From an optimization exercise on the open Yosys and OpenROAD flow, aimed at small area, a short achievable clock period and few clock cycles per item; shortcuts taken in it are not production practice.
No run shown here included a check of the RTL's function; only the layout flow was run.
No activity file was given, so power comes from the tool's default toggle rates.

$ cat flow/config.mk
export PLATFORM = sky130hd
export DESIGN_NAME = hft
export DESIGN_NICKNAME = hft
export VERILOG_FILES = /design/flow/design.v
export SDC_FILE = /design/flow/constraint.sdc
export NUM_CORES = 4
export LEC_CHECK = 0
export CAP_MARGIN = 20
export CORE_MARGIN = 2
export CORE_UTILIZATION = 55
export CTS_BUF_LIST = sky130_fd_sc_hd__clkbuf_8 sky130_fd_sc_hd__clkbuf_16
export CTS_CLUSTER_DIAMETER = 80
export CTS_CLUSTER_SIZE = 30
export PLACE_DENSITY = 0.65
export SETUP_SLACK_MARGIN = 4.5
export SLEW_MARGIN = 20
export TNS_END_PERCENT = 5
$ cat flow/constraint.sdc
create_clock -name core_clock -period 8.0 [get_ports {s_aclk}]
set_input_delay 1.6000 -clock core_clock [delete_from_list [all_inputs] [get_ports {s_aclk}]]
set_output_delay 1.6000 -clock core_clock [all_outputs]
set_load 0.01 [all_outputs]
$ cat flow/run.sh
#!/bin/bash
# synth_recipe.tcl (not shown) runs the flow's synth.tcl, then flattens the netlist and writes it again
# the make line also repeats each setting of config.mk as NAME=value (left out here)
make -C /OpenROAD-flow-scripts/flow DESIGN_CONFIG=/design/flow/config.mk WORK_HOME=/design/flow/orfs CLKGATE_MAP_FILE= SYNTH_SCRIPT=/design/flow/synth_recipe.tcl finish
$ cat flow/design.v
module hft_div #(
    parameter SW = 30
)(
    input  wire          clk,
    input  wire          rst_n,
    input  wire          full,       
    input  wire          full_nx,    
    input  wire          in_v,
    input  wire [31:0]   num,
    input  wire [26:0]   den,
    input  wire [SW-1:0] side_in,
    output wire          adv,        
    output reg           rdy,        
    output wire          out_v,      
    output wire [6:0]    quotient,
    output wire [SW-1:0] side_out
);
    reg [26:0]   r  [0:5];
    reg [26:0]   d  [0:5];
    reg [6:0]    nq [0:6];    
    reg [SW-1:0] sd [0:6];
    reg [6:0]    v;           
    reg [6:0]    p;           
    reg [2:0]    wt;          
    wire rot = (wt != 3'd0) | (v[6] & full);
    assign adv      = ~rot;
    assign out_v    = v[6] & ~rot;
    assign quotient = nq[6];
    assign side_out = sd[6];
    integer k;
    reg [26:0] ri, di;
    reg [6:0]  ni;
    reg [28:0] t;
    wire [2:0] wt_nx = (wt != 3'd0) ? wt - 3'd1 : ((v[6] & full) ? 3'd6 : 3'd0);
    always @(posedge clk) begin
        if (!rst_n) begin
            v   <= 0;
            wt  <= 0;
            rdy <= 1'b1;
        end else begin
            v   <= {v[5:0], rot ? v[6] : in_v};
            wt  <= wt_nx;
            rdy <= ~((wt_nx != 3'd0) | (v[5] & full_nx));
        end
    end
    always @(posedge clk) begin
        p <= {p[5:0], rot};
        for (k = 0; k < 7; k = k + 1) begin
            if (k == 0) begin
                ri = {2'b0, num[31:7]};
                di = den;
                ni = num[6:0];
            end else begin
                ri = r[k-1];
                di = d[k-1];
                ni = nq[k-1];
            end
            t = {1'b0, ri, ni[6]} - {2'b0, di};
            if (k < 6) begin
                r[k] <= t[28] ? {ri[25:0], ni[6]} : t[26:0];
                d[k] <= di;
            end
            if (k == 0) begin
                nq[0] <= rot ? {nq[6][5:0], nq[6][6]} : {ni[5:0], ~t[28]};
                sd[0] <= rot ? sd[6] : side_in;
            end else begin
                nq[k] <= {ni[5:0], p[k-1] ? ni[6] : ~t[28]};
                sd[k] <= sd[k-1];
            end
        end
    end
endmodule
module hft #(
    parameter N_SHORT = 12,
    parameter N_LONG  = 26,
    parameter N_RSI = 14
)(
    input  wire        s_aclk,
    input  wire        s_aresetn,
    input  wire        s_axis_tvalid,
    input  wire        m_axis_tready,
    input  wire        s_axis_tlast,
    input  wire [31:0] s_axis_tdata,
    output wire        s_axis_tready,
    output wire        m_axis_tvalid,
    output wire        m_axis_tlast,
    output wire [31:0] m_axis_macd_tdata,
    output wire [31:0] m_axis_rsi_tdata
);
    integer i;
    reg        ov, kv;
    reg [27:0] o_macd, k_macd;
    reg [6:0]  o_rsi, k_rsi;
    reg        o_last, k_last;
    wire adv;                        
    wire rdy;                        
    assign s_axis_tready = rdy;
    reg        v0, t0;
    reg [31:0] x0;
    always @(posedge s_aclk) begin
        if (!s_aresetn) v0 <= 0;
        else if (adv)   v0 <= s_axis_tvalid;
        if (adv) begin
            x0 <= s_axis_tdata;
            t0 <= s_axis_tlast;
        end
    end
    reg [31:0] w [0:N_LONG-1];
    reg [4:0]  cnt;                  
    reg        f1, f12, f14, f26;    
    reg        v1, t1, pnz1;
    reg [32:0] d1, e12, e26, so1;
    reg [32:0] sl [0:N_RSI-1];
    wire [31:0] prev  = f1  ? w[0]  : 32'd0;
    wire [31:0] old12 = f12 ? w[N_SHORT-1] : 32'd0;
    wire [31:0] old26 = f26 ? w[N_LONG-1]  : 32'd0;
    wire        go1   = adv & v0;
    wire [4:0]  cnt_n = (cnt == 5'd26) ? cnt : cnt + 5'd1;
    always @(posedge s_aclk) begin
        if (go1) begin
            w[0] <= x0;
            for (i = 1; i < N_LONG; i = i + 1) w[i] <= w[i-1];
        end
        if (adv) begin
            d1   <= {1'b0, x0} - {1'b0, prev};
            e12  <= {1'b0, x0} - {1'b0, old12};
            e26  <= {1'b0, x0} - {1'b0, old26};
            pnz1 <= |prev;
            so1  <= f14 ? (v1 ? sl[N_RSI-2] : sl[N_RSI-1]) : 33'd0;
            t1   <= t0;
        end
    end
    always @(posedge s_aclk) begin
        if (!s_aresetn) begin
            cnt <= 0; f1 <= 0; f12 <= 0; f14 <= 0; f26 <= 0; v1 <= 0;
        end else begin
            if (adv) v1 <= v0;
            if (go1) begin
                cnt <= cnt_n;
                f1  <= 1'b1;
                f12 <= cnt_n >= 5'd12;
                f14 <= cnt_n >= 5'd14;
                f26 <= cnt_n >= 5'd26;
            end
        end
    end
    reg [35:0] s12;
    reg [36:0] s26;
    reg        v2, t2, pnz2;
    reg [32:0] gd2, ld2;
    wire        go2  = adv & v1;
    wire [32:0] g_new = d1[32]  ? 33'd0 : {1'b0, d1[31:0]};
    wire [32:0] g_old = so1[32] ? 33'd0 : {1'b0, so1[31:0]};
    wire [32:0] m_new = d1[32]  ? d1  : 33'd0;    
    wire [32:0] m_old = so1[32] ? so1 : 33'd0;
    always @(posedge s_aclk) begin
        if (go2) begin
            sl[0] <= pnz1 ? d1 : so1;
            for (i = 1; i < N_RSI; i = i + 1) sl[i] <= sl[i-1];
        end
        if (adv) begin
            gd2 <= g_new - g_old;       
            pnz2 <= pnz1;
            ld2 <= m_old - m_new;       
            t2  <= t1;
        end
    end
    always @(posedge s_aclk) begin
        if (!s_aresetn) begin
            s12 <= 0; s26 <= 0; v2 <= 0;
        end else begin
            if (adv) v2 <= v1;
            if (go2) begin
                s12 <= s12 + {{3{e12[32]}}, e12};
                s26 <= s26 + {{4{e26[32]}}, e26};
            end
        end
    end
    reg [35:0] gs, ls;
    reg [36:0] p3, q3;
    reg        v3, t3;
    wire       go3 = adv & v2 & pnz2;
    always @(posedge s_aclk) begin
        if (!s_aresetn) begin
            gs <= 0; ls <= 0; v3 <= 0;
        end else begin
            if (adv) v3 <= v2;
            if (go3) begin
                gs <= gs + {{3{gd2[32]}}, gd2};
                ls <= ls + {{3{ld2[32]}}, ld2};
            end
        end
        if (adv) begin
            p3 <= {1'b0, s12} + ({1'b0, s12} << 2);
            q3 <= s26 + (s26 << 1);
            t3 <= t2;
        end
    end
    reg        v4, t4;
    reg [25:0] ag4, al4;
    reg [26:0] ah4, bh4;
    wire [35:0] ag_full = (gs << 6) + (gs << 3) + gs;    
    wire [35:0] al_full = (ls << 6) + (ls << 3) + ls;
    wire [36:0] a_full  = p3 + (p3 << 4);                
    wire [36:0] b_full  = q3 + (q3 << 2) + (q3 << 3);    
    always @(posedge s_aclk) begin
        if (!s_aresetn) v4 <= 0;
        else if (adv)   v4 <= v3;
        if (adv) begin
            ag4 <= ag_full[35:10];
            al4 <= al_full[35:10];
            ah4 <= a_full[36:10];
            bh4 <= b_full[36:10];
            t4  <= t3;
        end
    end
    reg        v5, t5, lz5;
    reg [31:0] num5;
    reg [26:0] den5;
    reg [27:0] macd5;
    wire [31:0] ag4w = {6'd0, ag4};
    wire [31:0] num_full = (ag4w << 6) + (ag4w << 5) + (ag4w << 2);
    always @(posedge s_aclk) begin
        if (!s_aresetn) v5 <= 0;
        else if (adv)   v5 <= v4;
        if (adv) begin
            num5  <= num_full;
            den5  <= {1'b0, ag4} + {1'b0, al4};
            lz5   <= ~|al4;
            macd5 <= {1'b0, ah4} - {1'b0, bh4};
            t5    <= t4;
        end
    end
    wire        vq;
    wire        kv_nx = ~(~ov | m_axis_tready) & (kv | vq);    
    wire [6:0]  q;
    wire [29:0] side;
    hft_div #(.SW(30)) u_div (
        .clk      (s_aclk),
        .rst_n    (s_aresetn),
        .full     (kv),
        .full_nx  (kv_nx),
        .in_v     (v5),
        .num      (num5),
        .den      (den5),
        .side_in  ({lz5, t5, macd5}),
        .adv      (adv),
        .rdy      (rdy),
        .out_v    (vq),
        .quotient (q),
        .side_out (side)
    );
    wire [6:0]  rsi_n  = side[29] ? 7'd100 : q;
    wire [27:0] macd_n = side[27:0];
    wire        last_n = side[28];
    wire push   = vq;
    wire o_load = ~ov | m_axis_tready;
    always @(posedge s_aclk) begin
        if (!s_aresetn) begin
            ov <= 0; kv <= 0;
        end else begin
            if (o_load) begin
                ov  <= kv | push;
                kv  <= 1'b0;
            end else if (push) begin
                kv  <= 1'b1;
            end
        end
        if (o_load) begin
            o_macd <= kv ? k_macd : macd_n;
            o_rsi  <= kv ? k_rsi  : rsi_n;
            o_last <= kv ? k_last : last_n;
        end
        if (!kv) begin
            k_macd <= macd_n;
            k_rsi  <= rsi_n;
            k_last <= last_n;
        end
    end
    assign m_axis_tvalid     = ov;
    assign m_axis_tlast      = o_last;
    assign m_axis_macd_tdata = {{4{o_macd[27]}}, o_macd};
    assign m_axis_rsi_tdata  = {25'd0, o_rsi};
endmodule
==> run_summary.xml, run 1 <==
<?xml version="1.0" encoding="UTF-8"?>
<metrics>
  <group name="status">
    <metric name="run_status" unit="">no timing/DRC/antenna violations</metric>
  </group>
  <group name="sta">
    <metric name="timing_worst_slew_pin_value" unit="ns">1.08</metric>
    <metric name="fin_setup_tns" unit="ns">0</metric>
    <metric name="setup_violations" unit="">0</metric>
    <metric name="layout_min_cycle_time" unit="ns">3.82</metric>
    <metric name="post-route-period-util" unit="%">47.7</metric>
    <metric name="timing_max_transition_violations_final" unit="">0</metric>
    <metric name="timing.final.hold_violations" unit="">0</metric>
    <metric name="worst_clock_skew" unit="ns">0.0440</metric>
    <metric name="unrepaired_setup_endpoints_after_global_routing" unit="">true</metric>
    <metric name="timing.max_slew.rel_slack" unit="%">27.9</metric>
    <metric name="fmax" unit="GHz">0.262</metric>
  </group>
  <group name="global_route">
    <metric name="grt_first_pass_wirelength" unit="um">359000</metric>
    <metric name="global_router_s_overall_resource_usage" unit="%">21.7</metric>
    <metric name="grt_max_degree" unit="">195</metric>
    <metric name="grt_util_met3" unit="%">2.51</metric>
    <metric name="gr-usage-met2" unit="%">36.4</metric>
    <metric name="first_global_vias" unit="">65180</metric>
    <metric name="overflow" unit="">0</metric>
    <metric name="global_route.peak_usage_layer" unit="">met2</metric>
    <metric name="antenna_found_initial" unit="">5</metric>
    <metric name="use_met1" unit="%">29.4</metric>
  </group>
  <group name="floorplanning">
    <metric name="die_h" unit="um">461</metric>
    <metric name="initial_util" unit="%">55.3</metric>
    <metric name="pin_count" unit="">104</metric>
    <metric name="dieArea" unit="um2">212000</metric>
    <metric name="chipWidth" unit="um">461</metric>
    <metric name="core" unit="um2">207000</metric>
    <metric name="row_count" unit="">167</metric>
  </group>
  <group name="worst_setup_path">
    <metric name="critPathCaptureType" unit="">register</metric>
    <metric name="worst-endpoint-arrival" unit="ns">4.38</metric>
    <metric name="critical_path.cell_chain" unit="">buf_12, and2_1, fa_2, a21o_1, a21oi_4, o21ai_4, a2111oi_4, a211oi_2, o2111ai_2, a21oi_2, or2_1, a221o_1, a41o_1, mux2i_1, nand4_1</metric>
    <metric name="worst-endpoint-required" unit="ns">8.56</metric>
    <metric name="worst_setup_path_start_kind" unit="">register</metric>
    <metric name="timing.critical_path.slowest_cell_delay" unit="ns">0.45</metric>
    <metric name="worstPathMaxFanout" unit="">7</metric>
    <metric name="path_class" unit="">reg2reg</metric>
    <metric name="critical_path_cell_with_the_highest_stage_delay" unit="">sky130_fd_sc_hd__edfxtp_1</metric>
  </group>
  <group name="cts">
    <metric name="total_clock_sinks" unit="">2632</metric>
    <metric name="cts-buffers-inserted" unit="">133</metric>
    <metric name="cts_root_buf" unit="">sky130_fd_sc_hd__clkbuf_16</metric>
    <metric name="htree_num_levels" unit="">4</metric>
    <metric name="clk_latency" unit="ns">0.84</metric>
    <metric name="tritoncts" unit="">built</metric>
    <metric name="clk_pin_slew_worst_paths" unit="ns">0.11</metric>
    <metric name="clk_path_buf_depth" unit="">3</metric>
    <metric name="holdBufCountCts" unit="">0</metric>
  </group>
  <group name="synth">
    <metric name="post_synth_instance_area" unit="um2">115000</metric>
    <metric name="synth_simple_gate_area_share" unit="%">8.19</metric>
    <metric name="yosys.cell_count.top_type" unit="">sky130_fd_sc_hd__edfxtp_1</metric>
    <metric name="synth.area.mux_share" unit="%">1.83</metric>
    <metric name="synth_compound_gate_area_share" unit="%">10.5</metric>
    <metric name="synth-edff-count" unit="">1834</metric>
    <metric name="largest_family_of_logic_cells_by_synthesized_area" unit="">adder cells</metric>
    <metric name="post_synth_xor_area_fraction" unit="%">4.73</metric>
    <metric name="netlist_top_cells_count" unit="">1834 x sky130_fd_sc_hd__edfxtp_1, 798 x sky130_fd_sc_hd__dfxtp_1, 772 x sky130_fd_sc_hd__ha_1</metric>
    <metric name="synthArstFlopShare" unit="%">0</metric>
    <metric name="syn_avg_cell_area" unit="um2">13.0</metric>
    <metric name="netlist.top_cell.by_area" unit="">sky130_fd_sc_hd__edfxtp_1</metric>
    <metric name="synth_warnings" unit="">8</metric>
    <metric name="synth-seq-area-share" unit="%">61.9</metric>
    <metric name="yosysTopAreaCellShare" unit="%">48.0</metric>
    <metric name="synth_flop_cell" unit="">sky130_fd_sc_hd__edfxtp_1</metric>
    <metric name="arithmetic_cell_share_of_the_synthesized_area_counting_full_adders_half_adders_and_majority_gates" unit="%">10.7</metric>
    <metric name="synthCells" unit="">8822</metric>
    <metric name="ys_top_cells_by_area" unit="">sky130_fd_sc_hd__edfxtp_1 48%, sky130_fd_sc_hd__dfxtp_1 14%, sky130_fd_sc_hd__ha_1 8.4%</metric>
    <metric name="postSynthRegisterBits" unit="">2632</metric>
    <metric name="synth.distinct_cells" unit="">98</metric>
  </group>
  <group name="layout">
    <metric name="area_growth" unit="%">11.0</metric>
    <metric name="fill_cells" unit="">15826</metric>
    <metric name="finalCoreUtilization" unit="%">61.4</metric>
    <metric name="layout-drive-gt1-share" unit="%">10.9</metric>
    <metric name="register_area" unit="um2">71200</metric>
    <metric name="nets" unit="">10077</metric>
    <metric name="multi_input_area" unit="um2">43300</metric>
  </group>
  <group name="placement">
    <metric name="detailed_place_hpwl" unit="um">166000</metric>
    <metric name="placement.io_buffers" unit="">78</metric>
    <metric name="place_congestion" unit="">0.911</metric>
  </group>
  <group name="detailed_routing">
    <metric name="drtPass1Iterations" unit="">7</metric>
    <metric name="detailroute.via_count" unit="">66709</metric>
    <metric name="avgRoutedWirePerCell" unit="um">19.7</metric>
    <metric name="drt_drc_violations_left" unit="">0</metric>
    <metric name="drt_wl_total" unit="um">237000</metric>
    <metric name="antenna_violating_nets_post_route" unit="">0</metric>
    <metric name="vias_per_cell" unit="">5.55</metric>
    <metric name="drt_iter0_drc" unit="">4788</metric>
  </group>
  <group name="power">
    <metric name="power.static_leakage" unit="nW">50.1</metric>
    <metric name="power_switching_share" unit="%">37.8</metric>
    <metric name="power.ir.vdd_worst" unit="V">0.000313</metric>
    <metric name="comb_power_share" unit="%">46.2</metric>
    <metric name="clock_power_share" unit="%">13.5</metric>
    <metric name="pwr_cell_area" unit="nW/um2">459</metric>
    <metric name="switching_power" unit="mW">22.1</metric>
    <metric name="p_seq_share" unit="%">40.4</metric>
    <metric name="cellInternalPower" unit="mW">36.4</metric>
  </group>
  <group name="flow_run">
    <metric name="timing.max_cap.violations" unit="">0</metric>
  </group>
  <group name="worst_hold_path">
    <metric name="hold_path_class" unit="">reg2reg</metric>
  </group>
</metrics>
[path summary, 6_finish.rpt]
kind / startpoint / end / slack, ns / cells past startpoint
setup / recovery: so1[32] / ld2[32] / 4.18 / 15
hold / removal: u_div.sd[3][2] / u_div.sd[4][2] / 0.30 / 0
setup reg to reg: so1[32] / ld2[32] / 4.18 / 15
hold reg to reg: u_div.sd[3][2] / u_div.sd[4][2] / 0.30 / 0
[placed cells by master (no fill, tap or decap), types with 68 or more instances in the layout]
| cell | count |
|---|---|
| sky130_fd_sc_hd__nand2b_1 | 129 |
| sky130_fd_sc_hd__nand3_1 | 132 |
| sky130_fd_sc_hd__clkbuf_16 | 149 |
| sky130_fd_sc_hd__buf_4 | 198 |
| sky130_fd_sc_hd__inv_1 | 429 |
| sky130_fd_sc_hd__nor3_1 | 84 |
| sky130_fd_sc_hd__o21a_1 | 122 |
| sky130_fd_sc_hd__o21ai_0 | 286 |
| sky130_fd_sc_hd__fa_1 | 122 |
| sky130_fd_sc_hd__xnor2_1 | 430 |
| sky130_fd_sc_hd__clkdlybuf4s50_1 | 77 |
| sky130_fd_sc_hd__and2_1 | 68 |
| sky130_fd_sc_hd__dfxtp_1 | 738 |
| sky130_fd_sc_hd__a21oi_1 | 600 |
| sky130_fd_sc_hd__mux2_2 | 116 |
| sky130_fd_sc_hd__a21o_1 | 315 |
| sky130_fd_sc_hd__ha_1 | 724 |
| sky130_fd_sc_hd__xor2_1 | 188 |
| sky130_fd_sc_hd__nand2_1 | 715 |
| sky130_fd_sc_hd__edfxtp_1 | 1834 |
| sky130_fd_sc_hd__nor2_1 | 405 |
| sky130_fd_sc_hd__nor2b_1 | 178 |
[registers in the layout, indices dropped and copies added, names as in the netlist, 30 cells and up]
register,cells
d1,33
e12,33
e26,33
gd2,33
gs,36
ld2,33
ls,36
num5,30
p3,37
q3,37
s12,36
s26,37
sl,462
so1,33
u_div.d,162
u_div.nq,49
u_div.r,162
u_div.sd,210
w,832
x0,32
[area by class of cell]
cell class,instances,share of cell area [%]
Sequential cell,2632,55.9
Timing Repair Buffer,323,2.52
Inverter,436,1.32
Clock inverter,82,0.703
Multi-Input combinational cell,5608,34.0
Timing Repair inverter,1,0.0128
Antenna cell,5,0.00983
Tap cell,2788,2.74
Clock buffer,142,2.76
[critical path, delay by kind of cell (launching register included)]
| kind | cells | cell delay [ns] |
|---|---|---|
| buffers and inverters | 1 | 0.17 |
| muxes | 1 | 0.16 |
| and+or+nand+nor | 3 | 0.51 |
| DFF | 1 | 0.45 |
| AOI/OAI and AO/OA | 9 | 1.82 |
| adders and majority gates | 1 | 0.41 |
[what timing repair did]
action / CTS / global route
endpoints found under the setup margin: 1954 / 1253
hold endpoints to repair: 0 / 0
resized for setup: 134 / 408
buffers inserted: 38 / 142
gates cloned: 6 / 13
pin swaps: 42 / 188
[power by group through the flow]
stage | Combinational (mW) | Sequential, mW | Clock, mW
after floorplan | 18.7 | 22.8 | 0
final | 27.0 | 23.6 | 7.87
after global placement | 23.5 | 23.9 | 0
after global routing | 30.0 | 24.0 | 8.57
after detailed placement | 24.1 | 24.0 | 0
after CTS | 24.9 | 23.7 | 8.12
[stage by stage]
stage	hold slack [ns]	worst slack (ns)	std cells	instance area (um2)	power [mW]
6_report	0.304	4.18	12017	127000	58.5
4_1_cts	0.306	4.17	11856	124000	56.7
3_3_place_gp	0.310	3.40	11588	119000	47.3
3_5_place_dp	0.312	3.35	11588	119000	48.1
2_1_floorplan	0.310	3.98	8846	115000	41.5
5_1_grt	0.302	3.99	12015	127000	62.6
[per-layer routing]
layer / wire, um / vias to the layer above
met5: 0 / -
met4: 8490 / 0
met3: 8860 / 393
met2: 114000 / 1351
met1: 106000 / 32394
li1: - / 32571
[cell families (layout without fill, tap and decap cells)]
family / count (synthesis) / in the layout
DFF: 2632 / 2632
and+or+nand+nor: 1982 / 1983
AOI/OAI and AO/OA: 1884 / 1884
adders and majority gates: 905 / 905
xor gates and xnor gates: 619 / 619
buffers and inverters: 607 / 984
muxes: 192 / 192
other: 1 / 30
==> run 2: changes to the inputs <==
--- a/flow/config.mk
+++ b/flow/config.mk
@@ -11,7 +11,6 @@
 export CTS_BUF_LIST = sky130_fd_sc_hd__clkbuf_8 sky130_fd_sc_hd__clkbuf_16
 export CTS_CLUSTER_DIAMETER = 80
 export CTS_CLUSTER_SIZE = 30
-export PLACE_DENSITY = 0.65
-export SETUP_SLACK_MARGIN = 4.5
+export SETUP_SLACK_MARGIN = 4.2
 export SLEW_MARGIN = 20
 export TNS_END_PERCENT = 5
==> run 2 against run 1 <==
  * Final cell count shrank 1.2%
  * Sequential share of layout area grew 1.0 points
  * Die area is the same
  * Synthesized area is the same
  * Worst setup slack lost 0.072 ns
  * Design area shrank 1.9%
  * Clock skew grew 0.0015 ns
  * Via count shrank 2.2%
  * Maximum frequency shrank 1.8%
==> run_summary.xml, run 2 <==
<?xml version="1.0" encoding="UTF-8"?>
<metrics>
  <group name="placement">
    <metric name="placement.io_buffers" unit="">78</metric>
    <metric name="place_congestion" unit="">0.887</metric>
    <metric name="detailed_place_hpwl" unit="um">166000</metric>
  </group>
  <group name="sta">
    <metric name="timing_worst_slew_pin_value" unit="ns">1.03</metric>
    <metric name="timing.final.hold_violations" unit="">0</metric>
    <metric name="timing.max_slew.rel_slack" unit="%">31.1</metric>
    <metric name="worst_clock_skew" unit="ns">0.0455</metric>
    <metric name="fin_setup_tns" unit="ns">0</metric>
    <metric name="layout_min_cycle_time" unit="ns">3.89</metric>
    <metric name="fmax" unit="GHz">0.257</metric>
    <metric name="timing_max_transition_violations_final" unit="">0</metric>
    <metric name="setup_violations" unit="">0</metric>
    <metric name="unrepaired_setup_endpoints_after_global_routing" unit="">true</metric>
    <metric name="hold_slack" unit="ns">0.316</metric>
    <metric name="post-route-period-util" unit="%">48.6</metric>
  </group>
  <group name="worst_setup_path">
    <metric name="startpoint" unit="">q3[2]</metric>
    <metric name="worstPathMaxFanout" unit="">4</metric>
    <metric name="critical_path_cell_with_the_highest_stage_delay" unit="">sky130_fd_sc_hd__fa_1</metric>
    <metric name="reg2reg_depth" unit="">16</metric>
    <metric name="timing.critical_path.slowest_cell_delay" unit="ns">0.54</metric>
    <metric name="regToRegSetupSlack" unit="ns">4.11</metric>
    <metric name="path_common_cell" unit="">sky130_fd_sc_hd__inv_1</metric>
    <metric name="critPathCaptureType" unit="">register</metric>
    <metric name="reg2reg_from" unit="">q3[2]</metric>
    <metric name="critical_path.cell_chain" unit="">inv_1, fa_1, inv_1, ha_1, a41o_1, a221oi_2, o21a_1, nor3b_1, o31a_1, a31o_2, nand4b_1, and3_4, o21ai_0, or2_2, a21oi_2, xnor2_1</metric>
    <metric name="crit_path_end" unit="">bh4[26]</metric>
    <metric name="worst-endpoint-required" unit="ns">8.59</metric>
    <metric name="reg2reg_to" unit="">bh4[26]</metric>
    <metric name="path_class" unit="">reg2reg</metric>
    <metric name="worst_setup_path_start_kind" unit="">register</metric>
    <metric name="worst-endpoint-arrival" unit="ns">4.48</metric>
  </group>
  <group name="detailed_routing">
    <metric name="drt_iter0_drc" unit="">4497</metric>
    <metric name="antenna_violating_nets_post_route" unit="">0</metric>
    <metric name="detailroute.via_count" unit="">65230</metric>
    <metric name="avgRoutedWirePerCell" unit="um">19.6</metric>
    <metric name="drtPass1Iterations" unit="">7</metric>
    <metric name="drt_wl_total" unit="um">232000</metric>
    <metric name="vias_per_cell" unit="">5.49</metric>
    <metric name="drt_drc_violations_left" unit="">0</metric>
  </group>
  <group name="cts">
    <metric name="cts_root_buf" unit="">sky130_fd_sc_hd__clkbuf_16</metric>
    <metric name="clk_latency" unit="ns">0.84</metric>
    <metric name="total_clock_sinks" unit="">2632</metric>
    <metric name="tritoncts" unit="">built</metric>
    <metric name="cts-buffers-inserted" unit="">141</metric>
    <metric name="clk_pin_slew_worst_paths" unit="ns">0.11</metric>
    <metric name="htree_num_levels" unit="">4</metric>
    <metric name="clk_path_buf_depth" unit="">3</metric>
    <metric name="holdBufCountCts" unit="">0</metric>
  </group>
  <group name="floorplanning">
    <metric name="row_count" unit="">167</metric>
    <metric name="dieArea" unit="um2">212000</metric>
    <metric name="pin_count" unit="">104</metric>
    <metric name="chipWidth" unit="um">461</metric>
    <metric name="die_h" unit="um">461</metric>
    <metric name="core" unit="um2">207000</metric>
    <metric name="initial_util" unit="%">55.3</metric>
  </group>
  <group name="layout">
    <metric name="layout-drive-gt1-share" unit="%">7.11</metric>
    <metric name="layout_common_cells" unit="">1834 x sky130_fd_sc_hd__edfxtp_1, 771 x sky130_fd_sc_hd__dfxtp_1, 769 x sky130_fd_sc_hd__ha_1</metric>
    <metric name="area_growth" unit="%">8.87</metric>
    <metric name="top_register" unit="">w</metric>
    <metric name="layout_commonest_cell" unit="">sky130_fd_sc_hd__edfxtp_1</metric>
    <metric name="fill_cells" unit="">16168</metric>
    <metric name="nets" unit="">9933</metric>
    <metric name="biggestRegsByFlops" unit="">w: 832 flops, sl: 462 flops, u_div.sd: 210 flops</metric>
    <metric name="largest_register_ffs" unit="">832</metric>
  </group>
  <group name="power">
    <metric name="power.ir.vdd_worst" unit="V">0.000393</metric>
    <metric name="pwr_cell_area" unit="nW/um2">458</metric>
    <metric name="power.static_leakage" unit="nW">49.2</metric>
  </group>
  <group name="synth">
    <metric name="synthCells" unit="">8822</metric>
    <metric name="synth_warnings" unit="">8</metric>
    <metric name="netlist.top_cell.by_area" unit="">sky130_fd_sc_hd__edfxtp_1</metric>
    <metric name="syn_avg_cell_area" unit="um2">13.0</metric>
    <metric name="post_synth_instance_area" unit="um2">115000</metric>
    <metric name="synth-edff-count" unit="">1834</metric>
    <metric name="postSynthRegisterBits" unit="">2632</metric>
    <metric name="synth_flop_cell" unit="">sky130_fd_sc_hd__edfxtp_1</metric>
    <metric name="synthArstFlopShare" unit="%">0</metric>
    <metric name="netlist_top_cells_count" unit="">1834 x sky130_fd_sc_hd__edfxtp_1, 798 x sky130_fd_sc_hd__dfxtp_1, 772 x sky130_fd_sc_hd__ha_1</metric>
    <metric name="yosys.cell_count.top_type" unit="">sky130_fd_sc_hd__edfxtp_1</metric>
    <metric name="yosysTopAreaCellShare" unit="%">48.0</metric>
    <metric name="ys_top_cells_by_area" unit="">sky130_fd_sc_hd__edfxtp_1 48%, sky130_fd_sc_hd__dfxtp_1 14%, sky130_fd_sc_hd__ha_1 8.4%</metric>
    <metric name="synth-seq-area-share" unit="%">61.9</metric>
    <metric name="synth.distinct_cells" unit="">98</metric>
  </group>
  <group name="global_route">
    <metric name="global_router_s_overall_resource_usage" unit="%">21.7</metric>
    <metric name="overflow" unit="">0</metric>
    <metric name="grt_max_degree" unit="">187</metric>
    <metric name="antenna_found_initial" unit="">2</metric>
    <metric name="grt_first_pass_wirelength" unit="um">358000</metric>
    <metric name="first_global_vias" unit="">64043</metric>
  </group>
  <group name="status">
    <metric name="run_status" unit="">no timing/DRC/antenna violations</metric>
  </group>
  <group name="flow_run">
    <metric name="timing.max_cap.violations" unit="">0</metric>
  </group>
  <group name="worst_hold_path">
    <metric name="hold_path_class" unit="">reg2reg</metric>
  </group>
</metrics>
run 2: timing repair:
| action | 4_1_cts | 5_1_grt |
|---|---|---|
| buffers inserted | 28 | 15 |
| gates cloned | 6 | 2 |
| resized for setup | 106 | 88 |
| pin swaps | 41 | 30 |
| setup endpoints to repair | 623 | 929 |
run 2: routing by layer:
layer  track usage, %  wire length [um]
met5                0                 0
met3             2.21              6500
met1             29.3            106000
met2             36.9            112000
met4             7.09              7530
run 2: through the flow:
| stage | cell area, um2 | util (%) | setup slack [ns] | power (mW) | std cells |
|---|---|---|---|---|---|
| floorplan | 115000 | - | 3.92 | 41.5 | 8846 |
| global placement | 119000 | 57.3 | 3.39 | 47.8 | 11585 |
| detailed placement | 119000 | 57.3 | 3.34 | 48.3 | 11585 |
| CTS | 124000 | 60.0 | 4.02 | 57.3 | 11858 |
| global route | 125000 | 60.2 | 3.95 | 61.4 | 11877 |
| finish | 125000 | 60.2 | 4.11 | 57.2 | 11878 |
run 2: how the worst min path moves through the flow:
stage                                 end  slack (ns)       startpoint  cells past startpoint
after floorplan            u_div.nq[1][1]        0.31   u_div.nq[0][0]                      0
after detailed placement  u_div.sd[3][21]        0.31  u_div.sd[2][21]                      0
final                      u_div.nq[3][3]        0.32   u_div.nq[2][2]                      0
after global routing       u_div.sd[6][1]        0.32   u_div.sd[5][1]                      0
after CTS                  u_div.nq[3][3]        0.32   u_div.nq[2][2]                      0
after global placement    u_div.sd[5][20]        0.31  u_div.sd[4][20]                      0
run 2: kinds of logic after synthesis:
| logic type | count (synthesis) | synth area share, % |
|---|---|---|
| flip-flops | 2632 | 61.9 |
| XOR/XNOR | 619 | 4.73 |
| multiplexers | 192 | 1.83 |
| AND/OR/NAND/NOR | 1982 | 8.19 |
| AO/OA/AOI/OAI | 1884 | 10.5 |
| other | 1 | 0.00327 |
| adder cells (fa/ha/maj) | 905 | 10.7 |
| buffers and inverters | 607 | 2.10 |
run 2: layout make-up:
type | instances | area [um2] | share of cell area [%]
flip-flops and latches | 2632 | 71100 | 56.9
multi-input cells | 5608 | 41900 | 33.6
clock buffers | 149 | 3710 | 2.97
well taps | 2788 | 3490 | 2.79
repair buffers | 172 | 1850 | 1.48
inverters | 436 | 1690 | 1.35
clock inverters | 90 | 1130 | 0.908
diodes | 3 | 7.51 | 0.00601
run 2: power by group:
group | internal (mW) | switching, mW
registers | 21.0 | 2.60
clock network | 3.66 | 4.66
logic | 10.8 | 14.5
total | 35.5 | 21.7
run 2: critical path: cells and delay by family (launching register included):
kind / cells / cell delay, ns
AO/OA/AOI/OAI: 7 / 1.56
adder cells (fa/ha/maj): 2 / 0.80
flip-flops: 1 / 0.37
buffers and inverters: 2 / 0.13
AND/OR/NAND/NOR: 4 / 0.73
XOR/XNOR: 1 / 0.07
==> run 3: changes to the inputs <==
--- a/flow/design.v
+++ b/flow/design.v
@@ -144,15 +144,19 @@
             end
         end
     end
-    reg [35:0] s12;
-    reg [36:0] s26;
+    reg clr;
+    always @(posedge s_aclk) clr <= ~s_aresetn;
+    reg [36:0] p2, q2;               
     reg        v2, t2, pnz2;
     reg [32:0] gd2, ld2;
     wire        go2  = adv & v1;
+    wire        ac2  = rdy & v1;     
     wire [32:0] g_new = d1[32]  ? 33'd0 : {1'b0, d1[31:0]};
     wire [32:0] g_old = so1[32] ? 33'd0 : {1'b0, so1[31:0]};
     wire [32:0] m_new = d1[32]  ? d1  : 33'd0;    
     wire [32:0] m_old = so1[32] ? so1 : 33'd0;
+    wire [36:0] e12x  = ac2 ? {{4{e12[32]}}, e12} : 37'd0;
+    wire [36:0] e26x  = ac2 ? {{4{e26[32]}}, e26} : 37'd0;
     always @(posedge s_aclk) begin
         if (go2) begin
             sl[0] <= pnz1 ? d1 : so1;
@@ -164,54 +168,43 @@
             ld2 <= m_old - m_new;       
             t2  <= t1;
         end
-    end
-    always @(posedge s_aclk) begin
-        if (!s_aresetn) begin
-            s12 <= 0; s26 <= 0; v2 <= 0;
-        end else begin
-            if (adv) v2 <= v1;
-            if (go2) begin
-                s12 <= s12 + {{3{e12[32]}}, e12};
-                s26 <= s26 + {{4{e26[32]}}, e26};
-            end
-        end
+        p2 <= (clr ? 37'd0 : p2) + e12x + (e12x << 2);
+        q2 <= (clr ? 37'd0 : q2) + e26x + (e26x << 1);
+    end
+    always @(posedge s_aclk) begin
+        if (!s_aresetn) v2 <= 0;
+        else if (adv)   v2 <= v1;
     end
     reg [35:0] gs, ls;
-    reg [36:0] p3, q3;
+    reg [26:0] ah3, bh3;
     reg        v3, t3;
-    wire       go3 = adv & v2 & pnz2;
-    always @(posedge s_aclk) begin
-        if (!s_aresetn) begin
-            gs <= 0; ls <= 0; v3 <= 0;
-        end else begin
-            if (adv) v3 <= v2;
-            if (go3) begin
-                gs <= gs + {{3{gd2[32]}}, gd2};
-                ls <= ls + {{3{ld2[32]}}, ld2};
-            end
-        end
-        if (adv) begin
-            p3 <= {1'b0, s12} + ({1'b0, s12} << 2);
-            q3 <= s26 + (s26 << 1);
-            t3 <= t2;
+    wire       ac3 = rdy & v2 & pnz2;
+    wire [36:0] a_full = p2 + (p2 << 4);                
+    wire [36:0] b_full = q2 + (q2 << 2) + (q2 << 3);    
+    always @(posedge s_aclk) begin
+        if (!s_aresetn) v3 <= 0;
+        else if (adv)   v3 <= v2;
+        gs <= (clr ? 36'd0 : gs) + (ac3 ? {{3{gd2[32]}}, gd2} : 36'd0);
+        ls <= (clr ? 36'd0 : ls) + (ac3 ? {{3{ld2[32]}}, ld2} : 36'd0);
+        if (adv) begin
+            ah3 <= a_full[36:10];
+            bh3 <= b_full[36:10];
+            t3  <= t2;
         end
     end
     reg        v4, t4;
     reg [25:0] ag4, al4;
-    reg [26:0] ah4, bh4;
+    reg [27:0] macd4;
     wire [35:0] ag_full = (gs << 6) + (gs << 3) + gs;    
     wire [35:0] al_full = (ls << 6) + (ls << 3) + ls;
-    wire [36:0] a_full  = p3 + (p3 << 4);                
-    wire [36:0] b_full  = q3 + (q3 << 2) + (q3 << 3);    
     always @(posedge s_aclk) begin
         if (!s_aresetn) v4 <= 0;
         else if (adv)   v4 <= v3;
         if (adv) begin
-            ag4 <= ag_full[35:10];
-            al4 <= al_full[35:10];
-            ah4 <= a_full[36:10];
-            bh4 <= b_full[36:10];
-            t4  <= t3;
+            ag4   <= ag_full[35:10];
+            al4   <= al_full[35:10];
+            macd4 <= {1'b0, ah3} - {1'b0, bh3};
+            t4    <= t3;
         end
     end
     reg        v5, t5, lz5;
@@ -227,7 +220,7 @@
             num5  <= num_full;
             den5  <= {1'b0, ag4} + {1'b0, al4};
             lz5   <= ~|al4;
-            macd5 <= {1'b0, ah4} - {1'b0, bh4};
+            macd5 <= macd4;
             t5    <= t4;
         end
     end
--- a/flow/config.mk
+++ b/flow/config.mk
@@ -11,6 +11,5 @@
 export CTS_BUF_LIST = sky130_fd_sc_hd__clkbuf_8 sky130_fd_sc_hd__clkbuf_16
 export CTS_CLUSTER_DIAMETER = 80
 export CTS_CLUSTER_SIZE = 30
-export SETUP_SLACK_MARGIN = 4.2
+export SETUP_SLACK_MARGIN = 4.8
 export SLEW_MARGIN = 20
-export TNS_END_PERCENT = 5
==> run 3 against run 2 <==
  * Via count increased by 0.99%
  * Worst setup slack got worse by 0.26 ns
  * Wire length increased by 7.1%
  * Critical endpoint is now p2[36]
  * Highest routed layer unchanged
==> run_summary.xml, run 3 <==
<?xml version="1.0" encoding="UTF-8"?>
<metrics>
  <group name="synth">
    <metric name="synth_flop_cell" unit="">sky130_fd_sc_hd__edfxtp_1</metric>
    <metric name="netlist_top_cells_count" unit="">1788 x sky130_fd_sc_hd__edfxtp_1, 800 x sky130_fd_sc_hd__dfxtp_1, 709 x sky130_fd_sc_hd__ha_1</metric>
    <metric name="ys_top_cells_by_area" unit="">sky130_fd_sc_hd__edfxtp_1 48%, sky130_fd_sc_hd__dfxtp_1 14%, sky130_fd_sc_hd__ha_1 7.9%</metric>
    <metric name="synthCells" unit="">8353</metric>
    <metric name="synth.distinct_cells" unit="">88</metric>
    <metric name="synthArstFlopShare" unit="%">0</metric>
    <metric name="synth_warnings" unit="">8</metric>
    <metric name="syn_avg_cell_area" unit="um2">13.4</metric>
    <metric name="yosysTopAreaCellShare" unit="%">48.1</metric>
    <metric name="synth-seq-area-share" unit="%">62.4</metric>
    <metric name="post_synth_instance_area" unit="um2">112000</metric>
    <metric name="synth-edff-count" unit="">1788</metric>
    <metric name="netlist.top_cell.by_area" unit="">sky130_fd_sc_hd__edfxtp_1</metric>
    <metric name="yosys.cell_count.top_type" unit="">sky130_fd_sc_hd__edfxtp_1</metric>
    <metric name="postSynthRegisterBits" unit="">2588</metric>
  </group>
  <group name="floorplanning">
    <metric name="dieArea" unit="um2">207000</metric>
    <metric name="die_h" unit="um">455</metric>
    <metric name="initial_util" unit="%">55.3</metric>
    <metric name="core" unit="um2">202000</metric>
    <metric name="pin_count" unit="">104</metric>
    <metric name="row_count" unit="">165</metric>
    <metric name="chipWidth" unit="um">455</metric>
  </group>
  <group name="cts">
    <metric name="total_clock_sinks" unit="">2588</metric>
    <metric name="clk_pin_slew_worst_paths" unit="ns">0.10</metric>
    <metric name="clk_latency" unit="ns">0.83</metric>
    <metric name="clk_path_buf_depth" unit="">3</metric>
    <metric name="htree_num_levels" unit="">4</metric>
    <metric name="cts_root_buf" unit="">sky130_fd_sc_hd__clkbuf_16</metric>
    <metric name="cts-buffers-inserted" unit="">134</metric>
    <metric name="tritoncts" unit="">built</metric>
  </group>
  <group name="sta">
    <metric name="timing.final.hold_violations" unit="">0</metric>
    <metric name="timing.max_slew.rel_slack" unit="%">35.3</metric>
    <metric name="unrepaired_setup_endpoints_after_global_routing" unit="">true</metric>
    <metric name="worst_clock_skew" unit="ns">0.0363</metric>
    <metric name="setup_violations" unit="">0</metric>
    <metric name="post-route-period-util" unit="%">51.9</metric>
    <metric name="timing_worst_slew_pin_value" unit="ns">0.970</metric>
    <metric name="timing_max_transition_violations_final" unit="">0</metric>
    <metric name="timing.final.ws_setup" unit="ns">3.84</metric>
    <metric name="hold_slack" unit="ns">0.318</metric>
    <metric name="layout_min_cycle_time" unit="ns">4.16</metric>
    <metric name="fmax" unit="GHz">0.241</metric>
    <metric name="fin_setup_tns" unit="ns">0</metric>
  </group>
  <group name="detailed_routing">
    <metric name="drt_drc_violations_left" unit="">0</metric>
    <metric name="drtPass1Iterations" unit="">6</metric>
    <metric name="drt_iter0_drc" unit="">4344</metric>
    <metric name="antenna_violating_nets_post_route" unit="">0</metric>
    <metric name="vias_per_cell" unit="">5.51</metric>
    <metric name="detailroute.via_count" unit="">65879</metric>
    <metric name="drt_wl_total" unit="um">249000</metric>
    <metric name="avgRoutedWirePerCell" unit="um">20.8</metric>
  </group>
  <group name="layout">
    <metric name="top_register" unit="">w</metric>
    <metric name="postLayoutCellArea" unit="um2">135000</metric>
    <metric name="fill_cells" unit="">14302</metric>
    <metric name="layout_commonest_cell" unit="">sky130_fd_sc_hd__edfxtp_1</metric>
    <metric name="area_growth" unit="%">20.9</metric>
    <metric name="layout_common_cells" unit="">1788 x sky130_fd_sc_hd__edfxtp_1, 714 x sky130_fd_sc_hd__dfxtp_1, 564 x sky130_fd_sc_hd__ha_1</metric>
    <metric name="layout-drive-gt1-share" unit="%">24.6</metric>
    <metric name="multi_input_area" unit="um2">46500</metric>
    <metric name="largest_register_ffs" unit="">832</metric>
    <metric name="register_area" unit="um2">69900</metric>
    <metric name="biggestRegsByFlops" unit="">w: 832 flops, sl: 462 flops, u_div.sd: 210 flops</metric>
    <metric name="nets" unit="">10125</metric>
    <metric name="finalCoreUtilization" unit="%">66.9</metric>
  </group>
  <group name="flow_run">
    <metric name="timing.max_cap.violations" unit="">0</metric>
  </group>
  <group name="worst_setup_path">
    <metric name="timing.critical_path.slowest_cell_delay" unit="ns">0.49</metric>
    <metric name="reg2reg_from" unit="">v1</metric>
    <metric name="path_common_cell" unit="">sky130_fd_sc_hd__buf_6</metric>
    <metric name="startpoint" unit="">v1</metric>
    <metric name="crit_path_end" unit="">p2[36]</metric>
    <metric name="worstPathMaxFanout" unit="">8</metric>
    <metric name="critical_path.cell_chain" unit="">buf_12, buf_16, and3_4, inv_2, fa_1, inv_2, buf_6, buf_6, buf_6, ha_4, a21o_1, a21oi_4, o211ai_1, a21oi_2, o31a_1, o21ai_2, nand4_1, nand4b_1, a21oi_2, o21ai_2, a41oi_2, xnor2_1</metric>
    <metric name="critical_path_cell_with_the_highest_stage_delay" unit="">sky130_fd_sc_hd__fa_1</metric>
    <metric name="critPathCaptureType" unit="">register</metric>
    <metric name="worst-endpoint-required" unit="ns">8.71</metric>
    <metric name="path_class" unit="">reg2reg</metric>
    <metric name="reg2reg_depth" unit="">22</metric>
    <metric name="reg2reg_to" unit="">p2[36]</metric>
    <metric name="regToRegSetupSlack" unit="ns">3.84</metric>
    <metric name="worst_setup_path_start_kind" unit="">register</metric>
    <metric name="worst-endpoint-arrival" unit="ns">4.87</metric>
  </group>
  <group name="power">
    <metric name="pwr_cell_area" unit="nW/um2">464</metric>
    <metric name="power.static_leakage" unit="nW">54.0</metric>
    <metric name="power.ir.vdd_worst" unit="V">0.000431</metric>
  </group>
  <group name="placement">
    <metric name="area_post_placement" unit="um2">116000</metric>
    <metric name="placement.io_buffers" unit="">78</metric>
    <metric name="place_congestion" unit="">0.864</metric>
    <metric name="placement.setup.worst_slack" unit="ns">2.24</metric>
    <metric name="detailed_place_hpwl" unit="um">158000</metric>
  </group>
  <group name="status">
    <metric name="run_status" unit="">no timing/DRC/antenna violations</metric>
  </group>
  <group name="worst_hold_path">
    <metric name="hold_path_class" unit="">reg2reg</metric>
    <metric name="min_path_cells" unit="">0</metric>
  </group>
  <group name="global_route">
    <metric name="grt_max_degree" unit="">156</metric>
    <metric name="overflow" unit="">0</metric>
    <metric name="first_global_vias" unit="">64997</metric>
    <metric name="antenna_found_initial" unit="">3</metric>
    <metric name="grt_first_pass_wirelength" unit="um">372000</metric>
    <metric name="global_router_s_overall_resource_usage" unit="%">23.4</metric>
  </group>
</metrics>
[run 3: cell count changes after synthesis, sizes merged, moves of 52 or more]
| cell | change |
|---|---|
| nand2 | -201 |
| nor2b | +139 |
| a21oi | -135 |
| ha | -63 |
| and2 | +62 |
| fa | +59 |
| and3 | +53 |
| nand3 | -52 |
[run 3: cells by family (layout without fill, tap and decap cells)]
kind of cell    after synthesis  count (layout)  share of synthesized area, %
mux                         192             192                          1.88
buf+inv                     589            1482                          2.12
xor+xnor                    550             550                          4.31
compound gates             1610            1610                          9.22
flops                      2588            2588                          62.4
simple gates               1922            1923                          8.65
other cells                   1              28                       0.00336
fa+ha+maj                   901             901                          11.4
[run 3: critical path: cells and delay by family (launching register included)]
kind	cells	cell delay (ns)
AOI/OAI and AO/OA	9	1.66
adders and majority gates	2	0.74
and+or+nand+nor	3	0.43
xor gates and xnor gates	1	0.14
buffers and inverters	7	0.66
DFF	1	0.39
[run 3: per-stage QoR]
step / std cells / total power [mW]
6_report: 11946 / 62.6
2_1_floorplan: 8377 / 38.3
4_1_cts: 11735 / 59.9
3_5_place_dp: 10994 / 45.2
3_3_place_gp: 10994 / 44.8
5_1_grt: 11944 / 66.4
[run 3: report_power, final]
group | internal, mW | total (mW) | switching [mW]
registers | 20.5 | 23.0 | 2.48
logic | 14.9 | 31.5 | 16.6
clock network | 3.51 | 8.10 | 4.59
[run 3: cell type report]
type	instances	share of cell area [%]
tap	2672	2.48
timing repair inverter	2	0.0157
multi-input combinational	5201	34.4
inverter	416	1.20
timing repair buffer	844	6.73
antenna	3	0.00556
clock buffer	142	2.61
sequential	2588	51.7
clock inverter	78	0.825
[run 3: worst min-delay path by stage]
stage,startpoint,to,slack (ns)
6_report,u_div.nq[5][3],u_div.nq[6][4],0.32
5_1_grt,u_div.sd[1][10],u_div.sd[2][10],0.32
4_1_cts,u_div.sd[1][10],u_div.sd[2][10],0.32
3_5_place_dp,u_div.nq[1][5],u_div.nq[2][6],0.31
3_3_place_gp,u_div.sd[0][6],u_div.sd[1][6],0.31
2_1_floorplan,u_div.nq[0][0],u_div.nq[1][1],0.31
[run 3: timing repair]
item                        CTS  global route
pin swaps                   532           479
buffers inserted            474           202
resized for setup          1344           614
hold buffers                  0             0
gates cloned                 47             6
setup endpoints to repair  1616           659
[run 3: per-layer routing]
metal  up-vias  GRT usage [%]  share of wire (%)
met2      1155           38.6                 48
met1     32546           31.9                 45
li1      31785              -                  -
met4         0           8.45                4.2
met3       393           2.75                3.2
met5         -              0                  0
==> run 4: changes to the inputs <==
--- a/flow/config.mk
+++ b/flow/config.mk
@@ -11,5 +11,5 @@
 export CTS_BUF_LIST = sky130_fd_sc_hd__clkbuf_8 sky130_fd_sc_hd__clkbuf_16
 export CTS_CLUSTER_DIAMETER = 80
 export CTS_CLUSTER_SIZE = 30
-export SETUP_SLACK_MARGIN = 4.8
+export SETUP_SLACK_MARGIN = 4.5
 export SLEW_MARGIN = 20
==> run 4 against run 3 <==
  * Highest routed layer unchanged
  * Maximum frequency up 5.3%
  * Critical path depth decreased by 3
  * Largest power group unchanged
  * Worst hold slack got worse by 0.0050 ns
  * Sequential cell count unchanged
  * Critical path type unchanged
  * First-iteration DRC count is 2.2% higher
==> run_summary.xml, run 4 <==
<?xml version="1.0" encoding="UTF-8"?>
<metrics>
  <group name="worst_setup_path">
    <metric name="timing.critical_path.slowest_cell_delay" unit="ns">0.52</metric>
    <metric name="critical_path_cell_with_the_highest_stage_delay" unit="">sky130_fd_sc_hd__fa_1</metric>
    <metric name="worst-endpoint-required" unit="ns">8.71</metric>
    <metric name="worst_setup_path_start_kind" unit="">register</metric>
    <metric name="regToRegSetupSlack" unit="ns">4.05</metric>
    <metric name="number_of_buffer_and_inverter_stages_on_the_critical_path" unit="">5</metric>
    <metric name="reg2reg_depth" unit="">19</metric>
    <metric name="reg2reg_from" unit="">u_div.rdy</metric>
    <metric name="reg2reg_to" unit="">p2[29]</metric>
    <metric name="worstPathMaxFanout" unit="">4</metric>
    <metric name="critPathCaptureType" unit="">register</metric>
    <metric name="critical_path.cell_chain" unit="">buf_12, buf_12, and3_4, inv_2, fa_1, inv_2, fa_2, a21oi_4, o31ai_2, a21oi_2, o21ai_2, o21ai_1, buf_4, a32oi_4, a2111o_1, a31oi_2, o21ai_1, a21oi_1, xnor2_1</metric>
    <metric name="worst-endpoint-arrival" unit="ns">4.65</metric>
    <metric name="worst_path_dominant_cell_family" unit="">compound AO/OA/AOI/OAI gates</metric>
    <metric name="path_class" unit="">reg2reg</metric>
  </group>
  <group name="synth">
    <metric name="synth_compound_gate_area_share" unit="%">9.22</metric>
    <metric name="synth_simple_gate_area_share" unit="%">8.65</metric>
    <metric name="yosys.cell_count.top_type" unit="">sky130_fd_sc_hd__edfxtp_1</metric>
    <metric name="synth_warnings" unit="">8</metric>
    <metric name="syn_avg_cell_area" unit="um2">13.4</metric>
    <metric name="netlist_top_cells_count" unit="">1788 x sky130_fd_sc_hd__edfxtp_1, 800 x sky130_fd_sc_hd__dfxtp_1, 709 x sky130_fd_sc_hd__ha_1</metric>
    <metric name="post_synth_xor_area_fraction" unit="%">4.31</metric>
    <metric name="post_synth_instance_area" unit="um2">112000</metric>
    <metric name="largest_family_of_logic_cells_by_synthesized_area" unit="">adder cells</metric>
    <metric name="yosysTopAreaCellShare" unit="%">48.1</metric>
    <metric name="synthArstFlopShare" unit="%">0</metric>
    <metric name="synth-edff-count" unit="">1788</metric>
    <metric name="synth.area.mux_share" unit="%">1.88</metric>
    <metric name="synth.distinct_cells" unit="">88</metric>
    <metric name="postSynthRegisterBits" unit="">2588</metric>
    <metric name="ys_top_cells_by_area" unit="">sky130_fd_sc_hd__edfxtp_1 48%, sky130_fd_sc_hd__dfxtp_1 14%, sky130_fd_sc_hd__ha_1 7.9%</metric>
    <metric name="synthCells" unit="">8353</metric>
    <metric name="synth-seq-area-share" unit="%">62.4</metric>
    <metric name="synth_flop_cell" unit="">sky130_fd_sc_hd__edfxtp_1</metric>
    <metric name="netlist.top_cell.by_area" unit="">sky130_fd_sc_hd__edfxtp_1</metric>
    <metric name="arithmetic_cell_share_of_the_synthesized_area_counting_full_adders_half_adders_and_majority_gates" unit="%">11.4</metric>
  </group>
  <group name="sta">
    <metric name="worst_clock_skew" unit="ns">0.0433</metric>
    <metric name="hold_slack" unit="ns">0.313</metric>
    <metric name="post-route-period-util" unit="%">49.3</metric>
    <metric name="layout_min_cycle_time" unit="ns">3.95</metric>
    <metric name="timing_worst_slew_pin_value" unit="ns">0.990</metric>
    <metric name="timing_max_transition_violations_final" unit="">0</metric>
    <metric name="timing.final.hold_violations" unit="">0</metric>
    <metric name="fmax" unit="GHz">0.253</metric>
    <metric name="setup_violations" unit="">0</metric>
    <metric name="timing.max_slew.rel_slack" unit="%">34.0</metric>
    <metric name="unrepaired_setup_endpoints_after_global_routing" unit="">true</metric>
    <metric name="fin_setup_tns" unit="ns">0</metric>
  </group>
  <group name="detailed_routing">
    <metric name="vias_per_cell" unit="">5.48</metric>
    <metric name="avgRoutedWirePerCell" unit="um">20.1</metric>
    <metric name="detailroute.via_count" unit="">63897</metric>
    <metric name="drtPass1Iterations" unit="">5</metric>
    <metric name="antenna_violating_nets_post_route" unit="">0</metric>
    <metric name="drt_iter0_drc" unit="">4439</metric>
    <metric name="drt_wl_total" unit="um">234000</metric>
    <metric name="drt_drc_violations_left" unit="">0</metric>
  </group>
  <group name="layout">
    <metric name="layout_commonest_cell" unit="">sky130_fd_sc_hd__edfxtp_1</metric>
    <metric name="layout_common_cells" unit="">1788 x sky130_fd_sc_hd__edfxtp_1, 734 x sky130_fd_sc_hd__dfxtp_1, 620 x sky130_fd_sc_hd__ha_1</metric>
    <metric name="layout.cells.non_filler" unit="">11651</metric>
    <metric name="largest_register_ffs" unit="">832</metric>
    <metric name="nets" unit="">9832</metric>
    <metric name="top_register" unit="">w</metric>
    <metric name="layout-drive-gt1-share" unit="%">17.0</metric>
    <metric name="area_growth" unit="%">15.3</metric>
    <metric name="biggestRegsByFlops" unit="">w: 832 flops, sl: 462 flops, u_div.sd: 210 flops</metric>
  </group>
  <group name="global_route">
    <metric name="antenna_found_initial" unit="">8</metric>
    <metric name="grt_util_met3" unit="%">2.49</metric>
    <metric name="global_router_s_overall_resource_usage" unit="%">21.9</metric>
    <metric name="gr-usage-met2" unit="%">35.6</metric>
    <metric name="first_global_vias" unit="">62444</metric>
    <metric name="grt_first_pass_wirelength" unit="um">351000</metric>
    <metric name="grt_max_degree" unit="">179</metric>
    <metric name="overflow" unit="">0</metric>
    <metric name="global_route.peak_usage_layer" unit="">met2</metric>
    <metric name="use_met1" unit="%">30.9</metric>
  </group>
  <group name="floorplanning">
    <metric name="row_count" unit="">165</metric>
    <metric name="dieArea" unit="um2">207000</metric>
    <metric name="core" unit="um2">202000</metric>
    <metric name="pin_count" unit="">104</metric>
    <metric name="chipWidth" unit="um">455</metric>
    <metric name="die_h" unit="um">455</metric>
    <metric name="initial_util" unit="%">55.3</metric>
  </group>
  <group name="power">
    <metric name="post-layout-total-power" unit="mW">58.3</metric>
    <metric name="clock_power_share" unit="%">13.4</metric>
    <metric name="p_seq_share" unit="%">39.3</metric>
    <metric name="comb_power_share" unit="%">47.2</metric>
    <metric name="power_switching_share" unit="%">37.4</metric>
    <metric name="power.static_leakage" unit="nW">51.4</metric>
    <metric name="pwr_cell_area" unit="nW/um2">453</metric>
    <metric name="cellInternalPower" unit="mW">36.5</metric>
    <metric name="switching_power" unit="mW">21.8</metric>
    <metric name="power.ir.vdd_worst" unit="V">0.000506</metric>
  </group>
  <group name="cts">
    <metric name="clk_path_buf_depth" unit="">3</metric>
    <metric name="cts_root_buf" unit="">sky130_fd_sc_hd__clkbuf_16</metric>
    <metric name="clk_latency" unit="ns">0.81</metric>
    <metric name="htree_num_levels" unit="">4</metric>
    <metric name="holdBufCountCts" unit="">0</metric>
    <metric name="cts-buffers-inserted" unit="">131</metric>
    <metric name="clk_pin_slew_worst_paths" unit="ns">0.11</metric>
    <metric name="total_clock_sinks" unit="">2588</metric>
    <metric name="tritoncts" unit="">built</metric>
  </group>
  <group name="placement">
    <metric name="detailed_place_hpwl" unit="um">157000</metric>
    <metric name="numPlacedInstances" unit="">10996</metric>
    <metric name="placement.io_buffers" unit="">78</metric>
    <metric name="place_congestion" unit="">0.901</metric>
  </group>
  <group name="worst_hold_path">
    <metric name="holdCritStartpoint" unit="">u_div.nq[0][5]</metric>
    <metric name="hold_path_class" unit="">reg2reg</metric>
    <metric name="hold_end" unit="">u_div.nq[1][6]</metric>
    <metric name="min_path_cells" unit="">0</metric>
  </group>
  <group name="status">
    <metric name="run_status" unit="">no timing/DRC/antenna violations</metric>
  </group>
  <group name="flow_run">
    <metric name="timing.max_cap.violations" unit="">0</metric>
  </group>
</metrics>
## run 4: cell counts after synthesis
Identical to the previous run, type by type.
## run 4: logic make-up (layout without fill, tap and decap cells)
| group | Yosys count | count (layout) |
|---|---|---|
| flip-flops | 2588 | 2588 |
| AO/OA/AOI/OAI | 1610 | 1610 |
| other | 1 | 27 |
| multiplexers | 192 | 192 |
| XOR/XNOR | 550 | 550 |
| AND/OR/NAND/NOR | 1922 | 1923 |
| adder cells (fa/ha/maj) | 901 | 901 |
| buffers and inverters | 589 | 1188 |
## run 4: layout make-up
type | count | area (um2)
Clock inverter | 77 | 987
Sequential cell | 2588 | 69800
Timing Repair Buffer | 554 | 5850
Inverter | 416 | 1620
Clock buffer | 139 | 3470
Timing Repair inverter | 2 | 16.3
Antenna cell | 2 | 5.00
Tap cell | 2672 | 3340
Fill cell | 15114 | 73100
Multi-Input combinational cell | 5201 | 43700
## run 4: per-stage QoR
stage	setup slack, ns	utilization (%)	instance area (um2)
3_3_place_gp	2.22	57.2	116000
6_report	4.05	63.8	129000
5_1_grt	3.89	63.8	129000
3_5_place_dp	2.30	57.2	116000
4_1_cts	4.05	62.0	125000
2_1_floorplan	-0.337	-	112000
## run 4: worst reg2reg max path: cells and delay by family (launching register included)
family | cells | cell delay (ns)
compound gates | 10 | 1.77
fa+ha+maj | 2 | 0.90
flops | 1 | 0.41
buf+inv | 5 | 0.45
xor+xnor | 1 | 0.15
simple gates | 1 | 0.19
## run 4: worst max path at each step
stage	slack, ns	endpoint	depth (start not counted)	start
after floorplan	-0.34	sl[0][0]	8	u_div.wt[0]
after global placement	2.22	p2[33]	18	v1
after detailed placement	2.30	p2[33]	18	v1
after CTS	4.05	p2[35]	19	u_div.rdy
after global routing	3.89	p2[33]	20	u_div.rdy
final	4.05	p2[29]	19	u_div.rdy
## run 4: power groups by stage
stage               clock, mW  combinational [mW]  sequential [mW]
floorplan                   0                16.6             22.4
global placement            0                21.4             23.2
detailed placement          0                21.8             23.3
CTS                      8.11                25.3             23.0
global route             8.54                30.2             23.3
finish                   7.84                27.5             22.9
## run 4: per-layer routing
layer / routed length, um / share of wire, %
met1: 108000 / 46
met2: 110000 / 47
met3: 7840 / 3.4
met4: 7770 / 3.3
met5: 0 / 0
## run 4: what timing repair did
action | in CTS | in global routing
setup buffers | 241 | 158
pin swaps | 272 | 337
setup endpoints to repair | 1379 | 709
resized for setup | 618 | 475
gates cloned | 24 | 14
endpoints found under the hold margin | 0 | 0

-- afterwards: timing with drivers on the ports --
No port has a modelled driver above. Below, the same layouts with a new extraction and two added sets of constraints. Step 1 sets driving cells, clkbuf_16 on the clock port and buf_2 on the other inputs (assumed; they add their load-dependent delay and slew). Step 2 times the ports against the registers' clock, not the clock port: input delays grow and output delays shrink by t, the midpoint of the rising clock arrivals with the driver on. Slacks: ideal / step 1 / step 2; pairs: ideal / step 1.
run	shift t [ns]	setup slack, ns	worst setup path after step 2
run 1	0.913	4.180 / 4.180 / 4.180	register to register
run 2	0.901	4.109 / 4.109 / 3.754	input to register
run 3	0.897	3.844 / 3.844 / 3.844	register to register
run 4	0.875	4.055 / 4.055 / 4.055	register to register
After both steps setup and hold are still met in every run listed. For run 2, which loses most, drivers alone change the setup slack by 0.000 ns; drivers and shift together by -0.355 ns.
